Context: an optimization exercise on an open-source flow, tuned for small area. The choices shown serve that exercise and are no tape-out recipe. The RTL was checked by simulation tests, not by an equivalence proof against the original design. Power figures rest on the tool's default switching activity, not on a simulated workload.

$ cat config.mk
export PLATFORM = sky130hd
export DESIGN_NAME = ball
export DESIGN_NICKNAME = ball
export VERILOG_FILES = /design/flow/design.v
export SDC_FILE = /design/flow/constraint.sdc
export NUM_CORES = 4
export LEC_CHECK = 0
export ABC_AREA = 1
export CAP_MARGIN = 20
export CORE_MARGIN = 2
export CORE_UTILIZATION = 40
export SLEW_MARGIN = 20
$ cat constraint.sdc
create_clock -name core_clock -period 10.0 [get_ports {Clk}]
set_input_delay 2.0000 -clock core_clock [delete_from_list [all_inputs] [get_ports {Clk}]]
set_output_delay 2.0000 -clock core_clock [all_outputs]
set_load 0.01 [all_outputs]
$ cat design.v
module ball ( input Clk, Reset, frame_clk,
              input [15:0] keycode,
              input [9:0] DrawX, DrawY,
              output logic [9:0] ballX, ballY,
              output left_out, attack_out );
  logic fcd;
  logic [9:0] X, Y;
  logic mv, ax, ng, left, attack;
  wire [9:0] Xn, Yn;
  wire mvn, axn, ngn, leftn, attackn;
  ball_next u_next(.X(X), .Y(Y), .mv(mv), .ax(ax), .ng(ng), .left(left), .attack(attack),
                   .fcd(fcd), .frame_clk(frame_clk), .Reset(Reset), .k(keycode[7:0]),
                   .Xn(Xn), .Yn(Yn), .mvn(mvn), .axn(axn), .ngn(ngn),
                   .leftn(leftn), .attackn(attackn));
  always_ff @(posedge Clk) begin
    fcd <= frame_clk;
    X <= Xn; Y <= Yn;
    mv <= mvn; ax <= axn; ng <= ngn;
    left <= leftn; attack <= attackn;
  end
  assign ballX = X; assign ballY = Y;
  assign left_out = left; assign attack_out = attack;
endmodule
module ball_next(input [9:0] X, input [9:0] Y, input mv, input ax, input ng, input left, input attack, input fcd, input frame_clk, input Reset, input [7:0] k, output [9:0] Xn, output [9:0] Yn, output mvn, output axn, output ngn, output leftn, output attackn);
  wire new_n62, new_n63, new_n64, new_n65, new_n66, new_n67, new_n69,
    new_n70, new_n71, new_n72, new_n73, new_n74, new_n75, new_n76, new_n78,
    new_n79, new_n80, new_n81, new_n82, new_n83, new_n84, new_n85, new_n86,
    new_n88, new_n89, new_n90, new_n91, new_n92, new_n93, new_n94, new_n96,
    new_n97, new_n98, new_n99, new_n100, new_n101, new_n102, new_n104,
    new_n105, new_n106, new_n107, new_n108, new_n109, new_n110, new_n111,
    new_n112, new_n114, new_n115, new_n116, new_n117, new_n118, new_n119,
    new_n120, new_n121, new_n122, new_n123, new_n125, new_n126, new_n127,
    new_n128, new_n129, new_n130, new_n131, new_n132, new_n133, new_n134,
    new_n135, new_n136, new_n137, new_n139, new_n140, new_n141, new_n142,
    new_n143, new_n144, new_n145, new_n146, new_n147, new_n149, new_n150,
    new_n151, new_n152, new_n153, new_n154, new_n155, new_n157, new_n158,
    new_n159, new_n160, new_n162, new_n163, new_n164, new_n165, new_n166,
    new_n167, new_n168, new_n170, new_n171, new_n172, new_n173, new_n174,
    new_n175, new_n176, new_n178, new_n179, new_n180, new_n181, new_n182,
    new_n183, new_n184, new_n185, new_n187, new_n188, new_n189, new_n190,
    new_n191, new_n192, new_n193, new_n194, new_n196, new_n197, new_n198,
    new_n199, new_n200, new_n201, new_n202, new_n203, new_n204, new_n205,
    new_n207, new_n208, new_n209, new_n210, new_n211, new_n212, new_n213,
    new_n214, new_n215, new_n216, new_n217, new_n218, new_n220, new_n221,
    new_n222, new_n223, new_n224, new_n225, new_n226, new_n227, new_n229,
    new_n230, new_n231, new_n232, new_n233, new_n234, new_n235, new_n236,
    new_n237, new_n239, new_n240, new_n241, new_n242, new_n243, new_n244,
    new_n245, new_n246, new_n247, new_n248, new_n249, new_n250, new_n252,
    new_n253, new_n254, new_n255, new_n256, new_n257, new_n258, new_n259,
    new_n260, new_n261, new_n262, new_n263, new_n264, new_n265, new_n266,
    new_n267, new_n268, new_n269, new_n270, new_n271, new_n272, new_n273,
    new_n274, new_n275, new_n276, new_n277, new_n278, new_n279, new_n280,
    new_n281, new_n282, new_n283, new_n284, new_n285, new_n286, new_n287,
    new_n288, new_n289, new_n290, new_n291, new_n292, new_n293, new_n294,
    new_n295, new_n296, new_n297, new_n298, new_n299, new_n300, new_n301,
    new_n302, new_n303, new_n304, new_n305, new_n306, new_n307, new_n308,
    new_n309, new_n310, new_n311, new_n312, new_n313, new_n314, new_n315,
    new_n316, new_n317, new_n318, new_n319, new_n320, new_n321, new_n322,
    new_n323, new_n324, new_n325, new_n326, new_n327, new_n328, new_n329,
    new_n330, new_n331, new_n332, new_n333, new_n334, new_n335, new_n336,
    new_n337, new_n338, new_n339, new_n340, new_n341, new_n342, new_n343,
    new_n344, new_n345, new_n346, new_n347, new_n348, new_n349, new_n350,
    new_n351, new_n352, new_n353, new_n354, new_n355, new_n356, new_n357,
    new_n358, new_n359, new_n360, new_n361, new_n362, new_n363, new_n364,
    new_n365, new_n366, new_n367, new_n368, new_n369, new_n370, new_n371,
    new_n372, new_n373, new_n374, new_n375, new_n376, new_n377, new_n378,
    new_n379, new_n380, new_n381, new_n382, new_n383, new_n384, new_n385,
    new_n386, new_n387, new_n388, new_n389, new_n390, new_n391, new_n392,
    new_n393, new_n394, new_n395, new_n396, new_n397, new_n398, new_n399,
    new_n400, new_n401, new_n402, new_n403, new_n404, new_n405, new_n406,
    new_n407, new_n408, new_n409, new_n410, new_n411, new_n412, new_n413,
    new_n414, new_n415, new_n416, new_n417, new_n418, new_n419, new_n420,
    new_n421, new_n422, new_n423, new_n424, new_n425, new_n426, new_n427,
    new_n428, new_n429, new_n430, new_n431, new_n432, new_n433, new_n434,
    new_n435, new_n436, new_n437, new_n438, new_n439, new_n440, new_n441,
    new_n442, new_n443, new_n444, new_n445, new_n446, new_n447, new_n448,
    new_n449, new_n450, new_n451, new_n452, new_n453, new_n454, new_n455,
    new_n456, new_n457, new_n458, new_n459, new_n460, new_n461, new_n462,
    new_n463, new_n464, new_n465, new_n466, new_n467, new_n468, new_n469,
    new_n470, new_n471, new_n472, new_n473, new_n474, new_n475, new_n476,
    new_n477, new_n478, new_n479, new_n480, new_n481, new_n482, new_n483,
    new_n484, new_n485, new_n486, new_n487, new_n488, new_n489, new_n490,
    new_n491, new_n492, new_n493, new_n494, new_n495, new_n496, new_n497,
    new_n498, new_n499, new_n500, new_n501, new_n502, new_n503, new_n504,
    new_n505, new_n506, new_n507, new_n508, new_n509, new_n510, new_n511,
    new_n512, new_n513, new_n514, new_n515, new_n516, new_n517, new_n518,
    new_n519, new_n520, new_n521, new_n522, new_n523, new_n524, new_n525,
    new_n526, new_n527, new_n528, new_n529, new_n530, new_n531, new_n532,
    new_n533, new_n534, new_n535, new_n536, new_n537, new_n538, new_n539,
    new_n540, new_n541, new_n542, new_n543, new_n544, new_n545, new_n546,
    new_n547, new_n548, new_n549, new_n550, new_n551, new_n552, new_n553,
    new_n554, new_n555, new_n556, new_n557, new_n558, new_n559, new_n560,
    new_n561, new_n562, new_n563, new_n564, new_n565, new_n566, new_n567,
    new_n568, new_n569, new_n570, new_n571, new_n572, new_n573, new_n574,
    new_n575, new_n576, new_n577, new_n578, new_n579, new_n580, new_n581,
    new_n582, new_n583, new_n584, new_n585, new_n586, new_n587, new_n588,
    new_n589, new_n590, new_n591, new_n592, new_n593, new_n594, new_n595,
    new_n596, new_n597, new_n598, new_n599, new_n600, new_n601, new_n602,
    new_n603, new_n604, new_n605, new_n606, new_n607, new_n608, new_n609,
    new_n610, new_n611, new_n612, new_n613, new_n614, new_n615, new_n616,
    new_n617, new_n618, new_n619, new_n620, new_n621, new_n622, new_n623,
    new_n624, new_n625, new_n626, new_n627, new_n628, new_n629, new_n630,
    new_n631, new_n632, new_n633, new_n634, new_n635, new_n636, new_n637,
    new_n638, new_n639, new_n640, new_n641, new_n642, new_n643, new_n644,
    new_n645, new_n646, new_n647, new_n648, new_n649, new_n650, new_n651,
    new_n652, new_n653, new_n654, new_n655, new_n656, new_n657, new_n658,
    new_n659, new_n660, new_n661, new_n662, new_n663, new_n664, new_n665,
    new_n666, new_n667, new_n668, new_n669, new_n670, new_n671, new_n672,
    new_n673, new_n674, new_n675, new_n676, new_n677, new_n678, new_n679,
    new_n680, new_n681, new_n682, new_n683, new_n684, new_n685, new_n686,
    new_n687, new_n688, new_n689, new_n690, new_n691, new_n692, new_n693,
    new_n694, new_n695, new_n696, new_n697, new_n698, new_n699, new_n700,
    new_n701, new_n702, new_n703, new_n704, new_n705, new_n706, new_n707,
    new_n708, new_n709, new_n710, new_n711, new_n712, new_n713, new_n714,
    new_n715, new_n716, new_n717, new_n718, new_n719, new_n720, new_n721,
    new_n722, new_n723, new_n725, new_n726, new_n728, new_n729, new_n730,
    new_n731, new_n732, new_n733, new_n734, new_n735, new_n736, new_n737,
    new_n738, new_n739, new_n740, new_n741, new_n742, new_n743, new_n744,
    new_n745, new_n746, new_n747, new_n748, new_n749, new_n750, new_n751,
    new_n752, new_n754, new_n755, new_n756, new_n757, new_n759, new_n760,
    new_n761, new_n762, new_n763;
  assign new_n62 = ~fcd & frame_clk;
  assign new_n63 = mv & new_n62;
  assign new_n64 = ax & new_n63;
  assign new_n65 = X[0] & ~new_n64;
  assign new_n66 = ~X[0] & new_n64;
  assign new_n67 = ~new_n65 & ~new_n66;
  assign Xn[0] = ~Reset & ~new_n67;
  assign new_n69 = ng & new_n64;
  assign new_n70 = ~new_n65 & ~new_n69;
  assign new_n71 = X[0] & ~X[1];
  assign new_n72 = ~X[0] & X[1];
  assign new_n73 = ~new_n71 & ~new_n72;
  assign new_n74 = ~new_n70 & ~new_n73;
  assign new_n75 = new_n70 & new_n73;
  assign new_n76 = ~Reset & ~new_n75;
  assign Xn[1] = ~new_n74 & new_n76;
  assign new_n78 = ~X[0] & ~X[1];
  assign new_n79 = ng & new_n78;
  assign new_n80 = X[0] & X[1];
  assign new_n81 = ~ng & new_n80;
  assign new_n82 = ~new_n79 & ~new_n81;
  assign new_n83 = new_n64 & ~new_n82;
  assign new_n84 = ~X[2] & ~new_n83;
  assign new_n85 = X[2] & new_n83;
  assign new_n86 = ~Reset & ~new_n85;
  assign Xn[2] = ~new_n84 & new_n86;
  assign new_n88 = X[2] & ~new_n81;
  assign new_n89 = ~X[2] & ~new_n79;
  assign new_n90 = new_n64 & ~new_n89;
  assign new_n91 = ~new_n88 & new_n90;
  assign new_n92 = X[3] & new_n91;
  assign new_n93 = ~X[3] & ~new_n91;
  assign new_n94 = ~Reset & ~new_n93;
  assign Xn[3] = ~new_n92 & new_n94;
  assign new_n96 = X[2] & ~X[3];
  assign new_n97 = ~X[2] & X[3];
  assign new_n98 = ~new_n96 & ~new_n97;
  assign new_n99 = new_n91 & new_n98;
  assign new_n100 = ~X[4] & ~new_n99;
  assign new_n101 = X[4] & new_n99;
  assign new_n102 = ~Reset & ~new_n101;
  assign Xn[4] = ~new_n100 & new_n102;
  assign new_n104 = X[2] & X[3];
  assign new_n105 = X[4] & new_n104;
  assign new_n106 = ~X[2] & ~X[3];
  assign new_n107 = ~X[4] & new_n106;
  assign new_n108 = ~new_n105 & ~new_n107;
  assign new_n109 = new_n91 & ~new_n108;
  assign new_n110 = X[5] & new_n109;
  assign new_n111 = ~X[5] & ~new_n109;
  assign new_n112 = ~Reset & ~new_n111;
  assign Xn[5] = ~new_n110 & new_n112;
  assign new_n114 = ~X[4] & ~X[5];
  assign new_n115 = new_n80 & new_n104;
  assign new_n116 = new_n114 & ~new_n115;
  assign new_n117 = X[5] & new_n104;
  assign new_n118 = ~new_n78 & new_n117;
  assign new_n119 = ~new_n116 & ~new_n118;
  assign new_n120 = new_n109 & ~new_n119;
  assign new_n121 = ~X[6] & new_n120;
  assign new_n122 = X[6] & ~new_n120;
  assign new_n123 = ~Reset & ~new_n122;
  assign Xn[6] = new_n121 | ~new_n123;
  assign new_n125 = X[4] & X[5];
  assign new_n126 = new_n119 & ~new_n125;
  assign new_n127 = X[5] & X[6];
  assign new_n128 = ~X[1] & ~X[2];
  assign new_n129 = X[3] & ~new_n128;
  assign new_n130 = ~X[5] & ~X[6];
  assign new_n131 = ~new_n129 & new_n130;
  assign new_n132 = ~new_n127 & ~new_n131;
  assign new_n133 = ~new_n126 & ~new_n132;
  assign new_n134 = new_n109 & new_n133;
  assign new_n135 = ~X[7] & ~new_n134;
  assign new_n136 = X[7] & new_n134;
  assign new_n137 = ~Reset & ~new_n136;
  assign Xn[7] = ~new_n135 & new_n137;
  assign new_n139 = ~X[6] & ~X[7];
  assign new_n140 = ng & new_n139;
  assign new_n141 = X[6] & X[7];
  assign new_n142 = ~ng & new_n141;
  assign new_n143 = ~new_n140 & ~new_n142;
  assign new_n144 = new_n120 & ~new_n143;
  assign new_n145 = X[8] & ~new_n144;
  assign new_n146 = ~X[8] & new_n144;
  assign new_n147 = ~Reset & ~new_n146;
  assign Xn[8] = new_n145 | ~new_n147;
  assign new_n149 = X[8] & ~new_n142;
  assign new_n150 = ~X[8] & ~new_n140;
  assign new_n151 = ~new_n149 & ~new_n150;
  assign new_n152 = new_n120 & new_n151;
  assign new_n153 = ~X[9] & ~new_n152;
  assign new_n154 = X[9] & new_n152;
  assign new_n155 = ~Reset & ~new_n154;
  assign Xn[9] = ~new_n153 & new_n155;
  assign new_n157 = ~ax & new_n63;
  assign new_n158 = Y[0] & new_n157;
  assign new_n159 = ~Y[0] & ~new_n157;
  assign new_n160 = ~Reset & ~new_n159;
  assign Yn[0] = ~new_n158 & new_n160;
  assign new_n162 = Y[0] & ~ng;
  assign new_n163 = ~Y[0] & ng;
  assign new_n164 = ~new_n162 & ~new_n163;
  assign new_n165 = new_n157 & ~new_n164;
  assign new_n166 = Y[1] & new_n165;
  assign new_n167 = ~Y[1] & ~new_n165;
  assign new_n168 = ~Reset & ~new_n167;
  assign Yn[1] = ~new_n166 & new_n168;
  assign new_n170 = ~Y[0] & ~Y[1];
  assign new_n171 = Y[0] & Y[1];
  assign new_n172 = ~new_n170 & ~new_n171;
  assign new_n173 = new_n165 & ~new_n172;
  assign new_n174 = ~Y[2] & ~new_n173;
  assign new_n175 = Y[2] & new_n173;
  assign new_n176 = ~Reset & ~new_n175;
  assign Yn[2] = ~new_n174 & new_n176;
  assign new_n178 = ~Y[2] & new_n170;
  assign new_n179 = Y[0] & Y[2];
  assign new_n180 = Y[1] & new_n179;
  assign new_n181 = ~new_n178 & ~new_n180;
  assign new_n182 = new_n165 & ~new_n181;
  assign new_n183 = Y[3] & new_n182;
  assign new_n184 = ~Y[3] & ~new_n182;
  assign new_n185 = ~Reset & ~new_n184;
  assign Yn[3] = ~new_n183 & new_n185;
  assign new_n187 = ~Y[3] & ~new_n180;
  assign new_n188 = Y[2] & ~new_n170;
  assign new_n189 = Y[3] & new_n188;
  assign new_n190 = ~new_n187 & ~new_n189;
  assign new_n191 = new_n182 & ~new_n190;
  assign new_n192 = Y[4] & ~new_n191;
  assign new_n193 = ~Y[4] & new_n191;
  assign new_n194 = ~Reset & ~new_n193;
  assign Yn[4] = new_n192 | ~new_n194;
  assign new_n196 = Y[2] & Y[3];
  assign new_n197 = Y[1] & new_n196;
  assign new_n198 = ~Y[4] & new_n197;
  assign new_n199 = ~Y[2] & ~Y[3];
  assign new_n200 = Y[4] & new_n199;
  assign new_n201 = ~new_n198 & ~new_n200;
  assign new_n202 = new_n191 & new_n201;
  assign new_n203 = ~Y[5] & new_n202;
  assign new_n204 = Y[5] & ~new_n202;
  assign new_n205 = ~Reset & ~new_n204;
  assign Yn[5] = new_n203 | ~new_n205;
  assign new_n207 = ~Y[4] & Y[5];
  assign new_n208 = ~Y[3] & new_n207;
  assign new_n209 = Y[1] & Y[2];
  assign new_n210 = new_n208 & ~new_n209;
  assign new_n211 = Y[3] & Y[4];
  assign new_n212 = ~Y[5] & new_n211;
  assign new_n213 = ~new_n178 & new_n212;
  assign new_n214 = ~new_n210 & ~new_n213;
  assign new_n215 = new_n202 & new_n214;
  assign new_n216 = ~Y[6] & new_n215;
  assign new_n217 = Y[6] & ~new_n215;
  assign new_n218 = ~Reset & ~new_n217;
  assign Yn[6] = new_n216 | ~new_n218;
  assign new_n220 = ~Y[4] & ~Y[5];
  assign new_n221 = Y[6] & ~new_n220;
  assign new_n222 = ~Y[6] & new_n220;
  assign new_n223 = ~new_n221 & ~new_n222;
  assign new_n224 = new_n215 & ~new_n223;
  assign new_n225 = Y[7] & ~new_n224;
  assign new_n226 = ~Y[7] & new_n224;
  assign new_n227 = ~Reset & ~new_n226;
  assign Yn[7] = new_n225 | ~new_n227;
  assign new_n229 = Y[3] & Y[7];
  assign new_n230 = Y[6] & new_n229;
  assign new_n231 = ~Y[6] & ~Y[7];
  assign new_n232 = ~Y[3] & new_n231;
  assign new_n233 = ~new_n230 & ~new_n232;
  assign new_n234 = new_n215 & ~new_n233;
  assign new_n235 = ~Y[8] & ~new_n234;
  assign new_n236 = Y[8] & new_n234;
  assign new_n237 = ~Reset & ~new_n236;
  assign Yn[8] = ~new_n235 & new_n237;
  assign new_n239 = Y[6] & Y[8];
  assign new_n240 = Y[7] & new_n239;
  assign new_n241 = ~Y[2] & ~new_n171;
  assign new_n242 = new_n240 & ~new_n241;
  assign new_n243 = ~Y[5] & new_n231;
  assign new_n244 = ~Y[8] & new_n243;
  assign new_n245 = ~new_n188 & new_n244;
  assign new_n246 = ~new_n242 & ~new_n245;
  assign new_n247 = new_n215 & ~new_n246;
  assign new_n248 = ~Y[9] & ~new_n247;
  assign new_n249 = Y[9] & new_n247;
  assign new_n250 = ~Reset & ~new_n249;
  assign Yn[9] = ~new_n248 & new_n250;
  assign new_n252 = ~Y[7] & Y[8];
  assign new_n253 = ~Y[9] & new_n252;
  assign new_n254 = new_n222 & new_n253;
  assign new_n255 = ~Y[8] & ~Y[9];
  assign new_n256 = new_n196 & new_n220;
  assign new_n257 = ~Y[1] & ~Y[5];
  assign new_n258 = new_n200 & new_n257;
  assign new_n259 = ~new_n256 & ~new_n258;
  assign new_n260 = ~Y[0] & ~new_n259;
  assign new_n261 = new_n221 & ~new_n260;
  assign new_n262 = ~Y[7] & ~new_n261;
  assign new_n263 = new_n255 & ~new_n262;
  assign new_n264 = ~new_n254 & ~new_n263;
  assign new_n265 = ~X[8] & ~X[9];
  assign new_n266 = new_n139 & new_n265;
  assign new_n267 = ~X[4] & new_n266;
  assign new_n268 = ~new_n264 & new_n267;
  assign new_n269 = Y[4] & Y[5];
  assign new_n270 = Y[8] & new_n269;
  assign new_n271 = new_n232 & new_n270;
  assign new_n272 = Y[2] & new_n170;
  assign new_n273 = new_n271 & new_n272;
  assign new_n274 = ~new_n199 & new_n269;
  assign new_n275 = ~new_n273 & new_n274;
  assign new_n276 = ~Y[6] & new_n253;
  assign new_n277 = ~new_n275 & new_n276;
  assign new_n278 = Y[6] & new_n274;
  assign new_n279 = new_n253 & ~new_n278;
  assign new_n280 = ~new_n277 & new_n279;
  assign new_n281 = X[9] & new_n130;
  assign new_n282 = X[4] & new_n281;
  assign new_n283 = new_n280 & new_n282;
  assign new_n284 = ~new_n268 & ~new_n283;
  assign new_n285 = new_n71 & ~new_n284;
  assign new_n286 = ~Y[4] & ~new_n241;
  assign new_n287 = Y[3] & new_n286;
  assign new_n288 = ~Y[3] & ~new_n286;
  assign new_n289 = ~new_n287 & ~new_n288;
  assign new_n290 = ~Y[5] & ~new_n289;
  assign new_n291 = ~new_n189 & new_n207;
  assign new_n292 = ~new_n290 & ~new_n291;
  assign new_n293 = new_n277 & new_n292;
  assign new_n294 = new_n199 & new_n222;
  assign new_n295 = new_n279 & ~new_n294;
  assign new_n296 = ~new_n293 & ~new_n295;
  assign new_n297 = ~X[6] & X[7];
  assign new_n298 = X[5] & ~X[8];
  assign new_n299 = new_n297 & new_n298;
  assign new_n300 = ~X[4] & new_n299;
  assign new_n301 = new_n80 & new_n300;
  assign new_n302 = ~new_n296 & new_n301;
  assign new_n303 = new_n230 & new_n269;
  assign new_n304 = Y[2] & new_n303;
  assign new_n305 = new_n255 & new_n304;
  assign new_n306 = ~new_n276 & ~new_n305;
  assign new_n307 = new_n114 & new_n141;
  assign new_n308 = ~X[8] & new_n307;
  assign new_n309 = new_n78 & new_n308;
  assign new_n310 = ~new_n306 & new_n309;
  assign new_n311 = ~new_n302 & ~new_n310;
  assign new_n312 = ~new_n285 & new_n311;
  assign new_n313 = new_n97 & ~new_n312;
  assign new_n314 = ~Y[1] & ~Y[2];
  assign new_n315 = Y[3] & ~new_n314;
  assign new_n316 = new_n220 & ~new_n315;
  assign new_n317 = Y[6] & new_n316;
  assign new_n318 = ~new_n261 & ~new_n317;
  assign new_n319 = Y[7] & new_n290;
  assign new_n320 = ~new_n318 & new_n319;
  assign new_n321 = ~Y[4] & new_n320;
  assign new_n322 = new_n240 & ~new_n321;
  assign new_n323 = Y[4] & new_n189;
  assign new_n324 = new_n244 & ~new_n323;
  assign new_n325 = ~Y[9] & ~new_n324;
  assign new_n326 = ~new_n322 & new_n325;
  assign new_n327 = X[0] & ~new_n326;
  assign new_n328 = new_n114 & new_n266;
  assign new_n329 = ~new_n327 & new_n328;
  assign new_n330 = ~Y[4] & new_n190;
  assign new_n331 = new_n196 & ~new_n198;
  assign new_n332 = ~new_n330 & ~new_n331;
  assign new_n333 = ~Y[6] & Y[7];
  assign new_n334 = Y[5] & new_n333;
  assign new_n335 = ~new_n332 & new_n334;
  assign new_n336 = ~new_n320 & ~new_n335;
  assign new_n337 = X[8] & new_n297;
  assign new_n338 = new_n72 & new_n337;
  assign new_n339 = new_n105 & new_n338;
  assign new_n340 = ~new_n336 & new_n339;
  assign new_n341 = ~Y[0] & Y[3];
  assign new_n342 = new_n241 & ~new_n341;
  assign new_n343 = new_n317 & ~new_n342;
  assign new_n344 = Y[5] & ~new_n201;
  assign new_n345 = ~new_n180 & new_n213;
  assign new_n346 = ~new_n344 & ~new_n345;
  assign new_n347 = ~Y[6] & ~new_n346;
  assign new_n348 = ~new_n343 & ~new_n347;
  assign new_n349 = X[0] & new_n96;
  assign new_n350 = ~X[0] & Y[5];
  assign new_n351 = new_n106 & new_n350;
  assign new_n352 = ~new_n341 & new_n351;
  assign new_n353 = ~new_n349 & ~new_n352;
  assign new_n354 = ~X[7] & new_n265;
  assign new_n355 = X[1] & new_n125;
  assign new_n356 = new_n354 & new_n355;
  assign new_n357 = ~new_n353 & new_n356;
  assign new_n358 = new_n78 & new_n299;
  assign new_n359 = ~X[3] & new_n358;
  assign new_n360 = ~X[0] & new_n308;
  assign new_n361 = ~new_n359 & ~new_n360;
  assign new_n362 = ~new_n357 & new_n361;
  assign new_n363 = Y[7] & ~new_n362;
  assign new_n364 = ~new_n348 & new_n363;
  assign new_n365 = Y[6] & ~new_n316;
  assign new_n366 = Y[7] & ~new_n365;
  assign new_n367 = ~Y[7] & new_n221;
  assign new_n368 = new_n259 & new_n367;
  assign new_n369 = ~new_n366 & ~new_n368;
  assign new_n370 = X[3] & new_n125;
  assign new_n371 = X[6] & ~X[7];
  assign new_n372 = new_n370 & new_n371;
  assign new_n373 = new_n72 & new_n105;
  assign new_n374 = new_n372 & new_n373;
  assign new_n375 = X[4] & new_n80;
  assign new_n376 = new_n97 & new_n297;
  assign new_n377 = new_n375 & new_n376;
  assign new_n378 = ~new_n374 & ~new_n377;
  assign new_n379 = ~X[8] & ~new_n378;
  assign new_n380 = ~new_n369 & new_n379;
  assign new_n381 = new_n114 & new_n354;
  assign new_n382 = new_n72 & new_n97;
  assign new_n383 = new_n381 & new_n382;
  assign new_n384 = Y[7] & new_n383;
  assign new_n385 = ~new_n380 & ~new_n384;
  assign new_n386 = ~Y[1] & new_n199;
  assign new_n387 = new_n222 & new_n386;
  assign new_n388 = ~new_n385 & ~new_n387;
  assign new_n389 = ~new_n364 & ~new_n388;
  assign new_n390 = ~new_n340 & new_n389;
  assign new_n391 = new_n255 & ~new_n390;
  assign new_n392 = ~Y[6] & new_n196;
  assign new_n393 = new_n318 & ~new_n392;
  assign new_n394 = ~new_n199 & new_n316;
  assign new_n395 = ~new_n345 & ~new_n394;
  assign new_n396 = Y[2] & new_n172;
  assign new_n397 = new_n395 & ~new_n396;
  assign new_n398 = ~X[0] & ~new_n397;
  assign new_n399 = ~new_n214 & ~new_n398;
  assign new_n400 = ~new_n393 & ~new_n399;
  assign new_n401 = ~X[4] & new_n104;
  assign new_n402 = new_n358 & new_n401;
  assign new_n403 = ~X[9] & new_n114;
  assign new_n404 = new_n139 & new_n403;
  assign new_n405 = new_n71 & new_n104;
  assign new_n406 = new_n404 & new_n405;
  assign new_n407 = ~new_n402 & ~new_n406;
  assign new_n408 = ~new_n400 & ~new_n407;
  assign new_n409 = ~X[4] & new_n96;
  assign new_n410 = new_n281 & new_n409;
  assign new_n411 = new_n78 & new_n410;
  assign new_n412 = new_n125 & new_n266;
  assign new_n413 = new_n405 & new_n412;
  assign new_n414 = ~new_n411 & ~new_n413;
  assign new_n415 = ~new_n395 & ~new_n414;
  assign new_n416 = ~new_n408 & ~new_n415;
  assign new_n417 = new_n280 & ~new_n416;
  assign new_n418 = new_n262 & new_n383;
  assign new_n419 = new_n308 & new_n405;
  assign new_n420 = new_n300 & new_n382;
  assign new_n421 = ~new_n419 & ~new_n420;
  assign new_n422 = ~new_n418 & new_n421;
  assign new_n423 = ~Y[4] & new_n231;
  assign new_n424 = ~new_n189 & new_n423;
  assign new_n425 = ~new_n243 & new_n255;
  assign new_n426 = ~new_n304 & new_n425;
  assign new_n427 = ~new_n424 & new_n426;
  assign new_n428 = ~new_n422 & new_n427;
  assign new_n429 = new_n115 & new_n404;
  assign new_n430 = ~new_n383 & ~new_n429;
  assign new_n431 = ~X[2] & new_n370;
  assign new_n432 = new_n338 & new_n431;
  assign new_n433 = new_n80 & new_n125;
  assign new_n434 = new_n139 & new_n433;
  assign new_n435 = X[8] & new_n106;
  assign new_n436 = new_n434 & new_n435;
  assign new_n437 = ~new_n432 & ~new_n436;
  assign new_n438 = new_n430 & new_n437;
  assign new_n439 = new_n293 & ~new_n438;
  assign new_n440 = ~new_n188 & new_n287;
  assign new_n441 = ~new_n221 & ~new_n440;
  assign new_n442 = ~Y[5] & ~new_n197;
  assign new_n443 = ~new_n441 & ~new_n442;
  assign new_n444 = ~Y[7] & ~Y[8];
  assign new_n445 = ~new_n443 & new_n444;
  assign new_n446 = ~Y[9] & new_n231;
  assign new_n447 = ~new_n274 & new_n446;
  assign new_n448 = ~new_n255 & ~new_n447;
  assign new_n449 = new_n72 & new_n410;
  assign new_n450 = ~new_n448 & new_n449;
  assign new_n451 = ~new_n445 & new_n450;
  assign new_n452 = new_n106 & new_n371;
  assign new_n453 = new_n433 & new_n452;
  assign new_n454 = ~X[5] & new_n297;
  assign new_n455 = ~X[1] & X[4];
  assign new_n456 = new_n454 & new_n455;
  assign new_n457 = new_n349 & new_n456;
  assign new_n458 = ~new_n453 & ~new_n457;
  assign new_n459 = ~Y[4] & new_n199;
  assign new_n460 = Y[5] & new_n239;
  assign new_n461 = ~new_n459 & new_n460;
  assign new_n462 = X[8] & ~new_n461;
  assign new_n463 = ~new_n458 & new_n462;
  assign new_n464 = ~new_n419 & ~new_n463;
  assign new_n465 = ~new_n273 & new_n295;
  assign new_n466 = ~new_n464 & new_n465;
  assign new_n467 = new_n254 & new_n383;
  assign new_n468 = new_n358 & new_n431;
  assign new_n469 = ~X[3] & new_n114;
  assign new_n470 = new_n337 & new_n469;
  assign new_n471 = X[2] & new_n80;
  assign new_n472 = new_n470 & new_n471;
  assign new_n473 = ~new_n468 & ~new_n472;
  assign new_n474 = new_n414 & new_n473;
  assign new_n475 = Y[6] & new_n253;
  assign new_n476 = new_n344 & new_n475;
  assign new_n477 = ~new_n474 & new_n476;
  assign new_n478 = ~new_n467 & ~new_n477;
  assign new_n479 = ~new_n466 & new_n478;
  assign new_n480 = ~new_n451 & new_n479;
  assign new_n481 = ~new_n439 & new_n480;
  assign new_n482 = ~new_n428 & new_n481;
  assign new_n483 = ~new_n417 & new_n482;
  assign new_n484 = ~new_n391 & new_n483;
  assign new_n485 = ~new_n329 & new_n484;
  assign new_n486 = ~new_n313 & new_n485;
  assign new_n487 = ~new_n106 & new_n125;
  assign new_n488 = new_n371 & new_n487;
  assign new_n489 = new_n354 & ~new_n453;
  assign new_n490 = ~new_n488 & new_n489;
  assign new_n491 = ~new_n105 & new_n454;
  assign new_n492 = ~new_n372 & ~new_n491;
  assign new_n493 = ~new_n107 & new_n297;
  assign new_n494 = new_n492 & ~new_n493;
  assign new_n495 = new_n265 & ~new_n494;
  assign new_n496 = ~new_n490 & ~new_n495;
  assign new_n497 = X[1] & new_n105;
  assign new_n498 = X[5] & ~new_n497;
  assign new_n499 = ~new_n492 & ~new_n498;
  assign new_n500 = Y[0] & ~new_n499;
  assign new_n501 = new_n229 & ~new_n500;
  assign new_n502 = ~new_n496 & new_n501;
  assign new_n503 = ~X[6] & ~new_n498;
  assign new_n504 = new_n298 & new_n503;
  assign new_n505 = ~X[8] & new_n371;
  assign new_n506 = X[7] & X[8];
  assign new_n507 = ~new_n297 & ~new_n506;
  assign new_n508 = ~new_n505 & new_n507;
  assign new_n509 = ~new_n504 & new_n508;
  assign new_n510 = ~X[9] & ~new_n509;
  assign new_n511 = ~X[7] & ~X[8];
  assign new_n512 = new_n281 & new_n511;
  assign new_n513 = new_n107 & new_n512;
  assign new_n514 = ~new_n510 & ~new_n513;
  assign new_n515 = Y[8] & new_n272;
  assign new_n516 = ~new_n514 & new_n515;
  assign new_n517 = ~new_n502 & ~new_n516;
  assign new_n518 = new_n317 & ~new_n517;
  assign new_n519 = ~X[4] & ~X[6];
  assign new_n520 = ~new_n129 & new_n519;
  assign new_n521 = ~new_n130 & ~new_n520;
  assign new_n522 = X[9] & new_n511;
  assign new_n523 = ~new_n521 & new_n522;
  assign new_n524 = ~X[9] & new_n506;
  assign new_n525 = X[1] & new_n104;
  assign new_n526 = ~X[4] & ~new_n127;
  assign new_n527 = ~new_n525 & new_n526;
  assign new_n528 = new_n524 & ~new_n527;
  assign new_n529 = ~new_n503 & new_n528;
  assign new_n530 = ~new_n523 & ~new_n529;
  assign new_n531 = new_n180 & ~new_n530;
  assign new_n532 = ~new_n129 & new_n381;
  assign new_n533 = ~new_n266 & ~new_n532;
  assign new_n534 = X[8] & ~X[9];
  assign new_n535 = ~X[7] & new_n534;
  assign new_n536 = ~new_n133 & new_n535;
  assign new_n537 = new_n533 & ~new_n536;
  assign new_n538 = ~Y[2] & Y[5];
  assign new_n539 = ~new_n257 & ~new_n538;
  assign new_n540 = ~Y[0] & ~new_n314;
  assign new_n541 = ~new_n539 & new_n540;
  assign new_n542 = ~new_n537 & new_n541;
  assign new_n543 = ~new_n531 & ~new_n542;
  assign new_n544 = ~Y[8] & new_n333;
  assign new_n545 = new_n208 & new_n544;
  assign new_n546 = ~new_n320 & ~new_n545;
  assign new_n547 = ~new_n543 & ~new_n546;
  assign new_n548 = new_n208 & new_n239;
  assign new_n549 = ~Y[2] & new_n171;
  assign new_n550 = ~X[3] & new_n456;
  assign new_n551 = ~new_n488 & ~new_n550;
  assign new_n552 = new_n549 & ~new_n551;
  assign new_n553 = X[4] & ~new_n106;
  assign new_n554 = new_n454 & ~new_n553;
  assign new_n555 = ~X[6] & ~new_n370;
  assign new_n556 = ~X[7] & ~new_n555;
  assign new_n557 = ~new_n554 & ~new_n556;
  assign new_n558 = X[8] & Y[2];
  assign new_n559 = X[7] & Y[0];
  assign new_n560 = ~new_n558 & ~new_n559;
  assign new_n561 = Y[1] & ~new_n179;
  assign new_n562 = ~new_n560 & new_n561;
  assign new_n563 = ~new_n557 & new_n562;
  assign new_n564 = ~new_n552 & ~new_n563;
  assign new_n565 = new_n548 & ~new_n564;
  assign new_n566 = ~Y[3] & new_n549;
  assign new_n567 = ~Y[7] & new_n222;
  assign new_n568 = new_n566 & new_n567;
  assign new_n569 = ~new_n273 & ~new_n568;
  assign new_n570 = ~new_n565 & new_n569;
  assign new_n571 = X[6] & ~new_n527;
  assign new_n572 = ~new_n371 & ~new_n571;
  assign new_n573 = new_n534 & ~new_n572;
  assign new_n574 = X[7] & new_n265;
  assign new_n575 = ~new_n404 & ~new_n574;
  assign new_n576 = ~X[6] & ~new_n125;
  assign new_n577 = new_n265 & new_n576;
  assign new_n578 = ~new_n117 & new_n577;
  assign new_n579 = ~new_n575 & ~new_n578;
  assign new_n580 = new_n487 & new_n535;
  assign new_n581 = ~X[6] & new_n524;
  assign new_n582 = new_n125 & new_n129;
  assign new_n583 = new_n581 & ~new_n582;
  assign new_n584 = ~new_n580 & ~new_n583;
  assign new_n585 = ~new_n579 & new_n584;
  assign new_n586 = ~new_n523 & new_n533;
  assign new_n587 = new_n585 & new_n586;
  assign new_n588 = ~new_n573 & new_n587;
  assign new_n589 = ~new_n570 & ~new_n588;
  assign new_n590 = X[1] & X[2];
  assign new_n591 = new_n469 & ~new_n590;
  assign new_n592 = new_n549 & ~new_n591;
  assign new_n593 = new_n523 & new_n592;
  assign new_n594 = new_n180 & new_n535;
  assign new_n595 = ~new_n555 & new_n594;
  assign new_n596 = ~new_n593 & ~new_n595;
  assign new_n597 = new_n271 & ~new_n596;
  assign new_n598 = new_n271 & ~new_n297;
  assign new_n599 = Y[0] & new_n548;
  assign new_n600 = ~new_n598 & ~new_n599;
  assign new_n601 = ~new_n265 & new_n525;
  assign new_n602 = ~Y[1] & Y[2];
  assign new_n603 = ~new_n601 & new_n602;
  assign new_n604 = ~new_n600 & new_n603;
  assign new_n605 = new_n579 & new_n604;
  assign new_n606 = new_n246 & ~new_n605;
  assign new_n607 = ~new_n597 & new_n606;
  assign new_n608 = new_n257 & new_n367;
  assign new_n609 = ~new_n222 & ~new_n608;
  assign new_n610 = ~Y[8] & ~new_n141;
  assign new_n611 = new_n265 & new_n610;
  assign new_n612 = new_n386 & new_n611;
  assign new_n613 = ~new_n609 & new_n612;
  assign new_n614 = new_n197 & new_n567;
  assign new_n615 = ~new_n533 & new_n614;
  assign new_n616 = ~new_n613 & ~new_n615;
  assign new_n617 = ~new_n521 & ~new_n533;
  assign new_n618 = Y[0] & ~new_n617;
  assign new_n619 = ~new_n616 & new_n618;
  assign new_n620 = new_n126 & new_n581;
  assign new_n621 = new_n521 & new_n574;
  assign new_n622 = ~new_n571 & new_n621;
  assign new_n623 = ~new_n620 & ~new_n622;
  assign new_n624 = new_n303 & new_n549;
  assign new_n625 = ~new_n623 & new_n624;
  assign new_n626 = ~new_n619 & ~new_n625;
  assign new_n627 = new_n607 & new_n626;
  assign new_n628 = ~new_n589 & new_n627;
  assign new_n629 = ~new_n547 & new_n628;
  assign new_n630 = ~new_n197 & new_n423;
  assign new_n631 = new_n265 & ~new_n521;
  assign new_n632 = new_n630 & ~new_n631;
  assign new_n633 = ~new_n608 & ~new_n632;
  assign new_n634 = ~X[9] & ~new_n511;
  assign new_n635 = ~new_n523 & ~new_n634;
  assign new_n636 = new_n189 & ~new_n635;
  assign new_n637 = ~new_n633 & new_n636;
  assign new_n638 = ~Y[0] & new_n521;
  assign new_n639 = ~new_n495 & ~new_n638;
  assign new_n640 = Y[1] & ~new_n490;
  assign new_n641 = new_n213 & ~new_n640;
  assign new_n642 = ~new_n639 & new_n641;
  assign new_n643 = new_n393 & new_n642;
  assign new_n644 = ~new_n637 & ~new_n643;
  assign new_n645 = ~Y[8] & ~new_n644;
  assign new_n646 = X[4] & new_n129;
  assign new_n647 = new_n512 & ~new_n646;
  assign new_n648 = ~new_n470 & new_n510;
  assign new_n649 = ~new_n647 & ~new_n648;
  assign new_n650 = new_n370 & new_n574;
  assign new_n651 = new_n566 & ~new_n650;
  assign new_n652 = new_n461 & new_n651;
  assign new_n653 = ~new_n649 & new_n652;
  assign new_n654 = ~new_n645 & ~new_n653;
  assign new_n655 = new_n629 & new_n654;
  assign new_n656 = ~new_n518 & new_n655;
  assign new_n657 = new_n255 & ~new_n336;
  assign new_n658 = ~new_n293 & ~new_n657;
  assign new_n659 = new_n307 & new_n405;
  assign new_n660 = ~new_n658 & new_n659;
  assign new_n661 = new_n337 & new_n401;
  assign new_n662 = ~X[5] & ~new_n72;
  assign new_n663 = X[5] & ~new_n71;
  assign new_n664 = ~new_n662 & ~new_n663;
  assign new_n665 = new_n661 & new_n664;
  assign new_n666 = ~new_n630 & new_n665;
  assign new_n667 = new_n426 & new_n666;
  assign new_n668 = new_n181 & new_n208;
  assign new_n669 = new_n259 & ~new_n668;
  assign new_n670 = Y[6] & ~new_n669;
  assign new_n671 = ~Y[6] & new_n274;
  assign new_n672 = new_n190 & new_n671;
  assign new_n673 = ~new_n670 & ~new_n672;
  assign new_n674 = ~X[0] & new_n456;
  assign new_n675 = ~new_n434 & ~new_n674;
  assign new_n676 = new_n253 & ~new_n675;
  assign new_n677 = ~new_n673 & new_n676;
  assign new_n678 = new_n141 & new_n433;
  assign new_n679 = new_n295 & new_n678;
  assign new_n680 = ~new_n677 & ~new_n679;
  assign new_n681 = X[8] & new_n96;
  assign new_n682 = ~new_n680 & new_n681;
  assign new_n683 = ~new_n667 & ~new_n682;
  assign new_n684 = ~new_n660 & new_n683;
  assign new_n685 = new_n656 & ~new_n684;
  assign new_n686 = ~X[0] & ~new_n326;
  assign new_n687 = X[4] & X[6];
  assign new_n688 = ~new_n686 & new_n687;
  assign new_n689 = ~new_n287 & new_n423;
  assign new_n690 = new_n425 & ~new_n689;
  assign new_n691 = ~new_n277 & ~new_n690;
  assign new_n692 = new_n382 & new_n519;
  assign new_n693 = ~new_n691 & new_n692;
  assign new_n694 = ~new_n688 & ~new_n693;
  assign new_n695 = X[5] & X[9];
  assign new_n696 = ~new_n694 & new_n695;
  assign new_n697 = ~new_n685 & ~new_n696;
  assign new_n698 = new_n486 & new_n697;
  assign new_n699 = ~k[5] & ~k[6];
  assign new_n700 = ~k[7] & new_n699;
  assign new_n701 = k[2] & ~k[3];
  assign new_n702 = new_n700 & new_n701;
  assign new_n703 = ~k[0] & new_n702;
  assign new_n704 = ~k[1] & ~k[4];
  assign new_n705 = new_n703 & new_n704;
  assign new_n706 = k[0] & k[1];
  assign new_n707 = ~k[4] & new_n706;
  assign new_n708 = new_n702 & new_n707;
  assign new_n709 = ~new_n705 & ~new_n708;
  assign new_n710 = new_n656 & ~new_n709;
  assign new_n711 = new_n62 & ~new_n710;
  assign new_n712 = new_n698 & new_n711;
  assign new_n713 = k[1] & k[4];
  assign new_n714 = ~k[0] & ~k[2];
  assign new_n715 = k[3] & new_n714;
  assign new_n716 = new_n700 & new_n715;
  assign new_n717 = new_n713 & new_n716;
  assign new_n718 = new_n656 & ~new_n717;
  assign new_n719 = new_n703 & new_n713;
  assign new_n720 = new_n718 & ~new_n719;
  assign new_n721 = new_n712 & new_n720;
  assign new_n722 = ~mv & ~new_n62;
  assign new_n723 = ~Reset & ~new_n722;
  assign mvn = ~new_n721 & new_n723;
  assign new_n725 = ~ax & ~new_n62;
  assign new_n726 = ~Reset & ~new_n725;
  assign axn = ~new_n712 & new_n726;
  assign new_n728 = ~X[5] & new_n506;
  assign new_n729 = X[3] & ~new_n298;
  assign new_n730 = ~new_n728 & new_n729;
  assign new_n731 = ~X[2] & X[7];
  assign new_n732 = ~new_n130 & ~new_n731;
  assign new_n733 = ~X[1] & ~new_n732;
  assign new_n734 = X[1] & ~X[2];
  assign new_n735 = new_n511 & new_n734;
  assign new_n736 = ~new_n733 & ~new_n735;
  assign new_n737 = ~new_n730 & new_n736;
  assign new_n738 = ~new_n698 & new_n737;
  assign new_n739 = ~new_n705 & new_n718;
  assign new_n740 = Y[8] & ~new_n179;
  assign new_n741 = new_n220 & new_n740;
  assign new_n742 = ~Y[6] & new_n188;
  assign new_n743 = ~new_n241 & ~new_n742;
  assign new_n744 = ~new_n220 & ~new_n743;
  assign new_n745 = ~new_n741 & ~new_n744;
  assign new_n746 = ~new_n656 & new_n745;
  assign new_n747 = ~new_n739 & ~new_n746;
  assign new_n748 = new_n698 & new_n747;
  assign new_n749 = new_n62 & ~new_n748;
  assign new_n750 = ~new_n738 & new_n749;
  assign new_n751 = ~ng & ~new_n62;
  assign new_n752 = ~Reset & ~new_n751;
  assign ngn = ~new_n750 & new_n752;
  assign new_n754 = new_n62 & new_n705;
  assign new_n755 = ~left & ~new_n754;
  assign new_n756 = new_n62 & new_n708;
  assign new_n757 = ~Reset & ~new_n756;
  assign leftn = ~new_n755 & new_n757;
  assign new_n759 = attack & ~Reset;
  assign new_n760 = ~new_n62 & new_n759;
  assign new_n761 = ~Reset & new_n62;
  assign new_n762 = new_n704 & new_n761;
  assign new_n763 = new_n716 & new_n762;
  assign attackn = new_n760 | new_n763;
endmodule
$ cat flow/run.sh
#!/bin/bash
# Own layout flow: the standard flow (standard.sh) with two changes:
#  - synthesis: the standard flow's synthesis script unchanged, except that ABC's cell mapping uses
#    flow/area.abc (area-oriented mapping) instead of ORFS's abc_area.script;
#  - placement: the port buffers are the smallest buffer cell (buf_1).
# Registers, their names and cells are the standard synthesis's.
set -euo pipefail
here=$(pwd)
{ head -n 1 synth_recipe.tcl; cat flow/abc_override.tcl; tail -n +2 synth_recipe.tcl; } > my_synth.tcl
sed "s#SYNTH_SCRIPT=[^ ]*synth_recipe.tcl#SYNTH_SCRIPT=$here/my_synth.tcl#" standard.sh > my_standard.sh
grep -q "SYNTH_SCRIPT=$here/my_synth.tcl" my_standard.sh
export MY_ABC_SCRIPT=$here/flow/area.abc
export BUFFER_PORTS_ARGS="-buffer_cell sky130_fd_sc_hd__buf_1"
bash my_standard.sh > flow.log 2>&1
$ cat flow/abc_override.tcl
# ABC runs with the script named by MY_ABC_SCRIPT in place of the one synth.tcl passes.
proc abc {args} {
  set i [lsearch -exact $args -script]
  if { $i >= 0 } { lset args [expr {$i + 1}] $::env(MY_ABC_SCRIPT) }
  puts "abc (own flow script): $args"
  yosys abc {*}$args
}
$ cat flow/area.abc
strash
dch -f
amap
topo
$ cat standard.sh
#!/bin/bash
# synth_recipe.tcl (not shown) runs the flow's synth.tcl, then flattens the netlist and writes it again
# the make line also repeats each setting of config.mk as NAME=value (left out here)
make -C /OpenROAD-flow-scripts/flow DESIGN_CONFIG=/design/flow/config.mk WORK_HOME=/design/flow/orfs CLKGATE_MAP_FILE= SYNTH_SCRIPT=/design/flow/synth_recipe.tcl "${@:-finish}"
==> results.txt <==
synthesized netlist by cell type (all sizes together) (5+ instances only):
master	number	area [um2]
nor2	105	394.1
clkinv	68	255.2
nand2	40	150.1
nor3	40	200.2
a21oi	30	150.1
o21ai	29	145.1
dfxtp	26	520.5
a31oi	14	87.58
a211oi	12	90.09
nand3	12	60.06
o21a	12	90.09
o221ai	12	105.1
ha	11	137.6
nor4	8	50.05
o22ai	7	43.79
nand4	5	31.28
o31ai	5	37.54
or4	5	37.54
placed cells by master (no fill, tap or decap), types with 2 or more instances in the layout:
| master | Yosys | layout |
|---|---|---|
| a2111oi_0 | 3 | 3 |
| a211oi_1 | 12 | 12 |
| a21oi_1 | 30 | 30 |
| a221oi_1 | 2 | 2 |
| a22oi_1 | 2 | 2 |
| a311oi_1 | 4 | 4 |
| a31o_1 | 2 | 2 |
| a31oi_1 | 14 | 14 |
| a41oi_1 | 2 | 2 |
| buf_1 | 0 | 32 |
| clkbuf_8 | 0 | 3 |
| clkinv_1 | 68 | 68 |
| dfxtp_1 | 26 | 26 |
| ha_1 | 11 | 11 |
| nand2_1 | 40 | 40 |
| nand3_1 | 12 | 12 |
| nand4_1 | 5 | 5 |
| nor2_1 | 105 | 105 |
| nor3_1 | 40 | 40 |
| nor4_1 | 8 | 8 |
| o21a_1 | 12 | 12 |
| o21ai_0 | 29 | 29 |
| o221ai_1 | 12 | 12 |
| o22ai_1 | 7 | 7 |
| o31ai_1 | 5 | 5 |
| o32ai_1 | 4 | 4 |
| or2_0 | 4 | 4 |
| or3_1 | 4 | 4 |
| or4_1 | 5 | 5 |
registers in the layout (all words and copies together), names as in the netlist:
name    flops
Y          10
left        1
fcd         1
ax          1
attack      1
mv          1
ng          1
X          10
layout make-up:
type | count | area [um2]
clock inverter | 1 | 30.03
clock buffer | 3 | 41.29
tap | 99 | 123.9
multi-input combinational | 387 | 2140
fill | 806 | 3906
inverter | 68 | 255.2
sequential | 26 | 520.5
timing repair buffer | 32 | 120.1
path summary, 6_finish.rpt:
check | slack, ns | end | cells past startpoint | startpoint
hold reg to reg | 0.51 | ax$_DFF_P_ | 2 | ax$_DFF_P_
setup reg to reg | 5.07 | ng$_DFF_P_ | 17 | X[4]$_DFF_P_
hold / removal | 0.51 | ax$_DFF_P_ | 2 | ax$_DFF_P_
setup / recovery | 5.07 | ng$_DFF_P_ | 17 | X[4]$_DFF_P_
through the flow:
stage	area (um2)	utilization	setup slack, ns	power, mW
3_5_place_dp	3159	0.4427	5.314	0.1205
2_1_floorplan	2915	-	6.142	0.1147
3_3_place_gp	3159	0.4427	5.255	0.1204
6_report	3231	0.4527	5.068	0.2042
4_1_cts	3231	0.4527	5.279	0.2060
5_1_grt	3231	0.4527	4.778	0.2109
kinds of logic after synthesis:
group | after synthesis | synth area share
flip-flops | 26 | 0.1785
adder cells (fa/ha/maj) | 11 | 0.04721
buffers and inverters | 68 | 0.08755
AND/OR/NAND/NOR | 226 | 0.3412
AO/OA/AOI/OAI | 150 | 0.3455
power by group:
part	switching, mW	internal [mW]
logic	0.00814	0.00357
registers	0.00192	0.105
clock network	0.0324	0.0535
per-layer routing:
| layer | global-route usage | wire length (um) | up-vias |
|---|---|---|---|
| met4 | 0.1330 | 521 | 0 |
| li1 | - | - | 1846 |
| met5 | 0 | 0 | - |
| met3 | 0.02401 | 1162 | 43 |
| met2 | 0.4875 | 5567 | 265 |
| met1 | 0.4817 | 5553 | 1818 |
worst min-delay path, cell delays in order (launching register included):
cell	delay (ns)
dfxtp_1	0.33
nor2_1	0.10
nor3_1	0.05
==> flow_metrics.py <==
metrics = {
    "global_routing": {
        "grt_max_degree": 17,
        "grt_pass1_vias": 3580,
        "grt_use_total": 0.3263,
        "overflow": 0,
        "grt_pass1_wl_mm": 19.71,
        "antenna_found_initial": 0,
    },
    "cts": {
        "clock-sinks": 26,
        "cts-htree-levels": 1,
        "cts_resized": 0,
        "clk_pin_slew_ns": 0.09,
        "cts_tree": "built",
        "post_cts_buffers": 0,
        "cts_made_buffers": 3,
        "cts-root-buf": "clkbuf_8",
        "cts_hold_buf": 0,
        "clock_latency_ns": 0.27,
        "clock_path_buffers": 2,
    },
    "floorplan": {
        "core_region_area_um2": 7137,
        "dieArea_um2": 7987,
        "rows": 31,
        "initial_core_util": 0.4085,
        "die_x_um": 89.37,
        "io_pins": 61,
        "die_h_um": 89.37,
    },
    "power": {
        "pwr_density_cell_nw_per_um2": 63.22,
        "p_leak_nw": 0.9395,
        "ir_worst_vdd_v": 0.00008955,
    },
    "routing": {
        "vias": 3972,
        "drt-pass1-iter-count": 7,
        "wl_per_cell_um": 20.79,
        "drtAntennaViolNets": 0,
        "finalWirelength_mm": 12.81,
        "drc": 0,
        "vias_per_cell": 6.448,
        "drtIter0Drc": 540,
    },
    "yosys": {
        "ys_types": 40,
        "yosysSeqAreaShare": 0.1785,
        "synthesis.nets": 531,
        "synth_cells": 481,
        "synthArstFlopShare": 0,
        "ys_seq_elements": 26,
        "synth_edf_count": 0,
        "synth_warnings": 1,
        "synthFlopType": "dfxtp_1",
        "avgSynthCellArea_um2": 6.061,
        "synth_area_um2": 2915,
    },
    "outcome": {
        "outcome": "complete, no violations",
    },
    "timing": {
        "final.setup_skew_ns": 0.001750,
        "finalCritPeriodShare": 0.4932,
        "hold_violations": 0,
        "drv_slew": 0,
        "setup_viol": 0,
        "layout_min_cycle_time_ns": 4.932,
        "timing.fmax_mhz": 202.8,
        "rsz0062_at_grt": "no",
        "hold_ws_ns": 0.5146,
        "relSlewSlack": 0.4996,
        "setup_tns_ns": 0,
        "worstMarginPinSlew_ns": 0.7506,
    },
    "critical_path": {
        "max_stage_delay_ns": 0.65,
        "crit_slowest_cell": "dfxtp_1",
        "worst_setup_path_end_kind": "register",
        "crit_type": "register to register",
        "crit_path_max_fanout": 11,
        "path_cells": "clkinv_1 -> nor2_1 -> clkinv_1 -> nand2_1 -> o21ai_0 -> a21oi_1 -> nor4_1 -> o21a_1 -> or4_1 -> nor3_1 -> clkinv_1 -> nor2_1 -> nor3_1 -> o31ai_1 -> clkinv_1 -> a2111o_1 -> a31oi_1",
        "cp_num_buf_inv": 4,
        "crit_arrival_ns": 5.13,
        "cp-start-kind": "register",
        "worstPathRequired_ns": 10.20,
        "crit_family": "simple AND/OR/NAND/NOR gates",
        "crit_path_frequent_cell": "clkinv_1",
    },
    "hold_path": {
        "min_path_type": "register to register",
    },
    "place": {
        "portBuffers": 32,
        "hpwl_mm": 10.22,
        "place_inst": 612,
        "gp_congestion": 0.9931,
    },
    "final_layout": {
        "layout-drive-gt1-share": 0.007737,
        "fin_nets": 568,
        "syn_to_final_growth_pct": 10.82,
        "final_cells": 616,
        "diodes": 0,
    },
    "flow_run": {
        "drv_cap": 0,
    },
}

## port drivers added, routing unchanged
Ports are ideal in the flow. The routed layout listed here was re-timed in OpenROAD. Step 1 assumes that a clkbuf_16 drives the clock port and a buf_2 every other input. Step 2, shift: input delay + t, output delay - t, t = (earliest + latest rising clock arrival at the registers) / 2. This alone moves slack from input paths to output paths. a / b / c = ideal ports / drivers / drivers and shift; a / b = the first two.
t, ns: 0.291
setup WS [ns]: 5.068 / 5.068 / 5.068
worst hold slack (ns): 0.515 / 0.515 / 0.515
clock arrival spread, ns: 0.001 / 0.001
After both steps this run still meets setup and hold. The setup slack of this run moves by 0.000 ns with the drivers and by 0.000 ns with both steps.
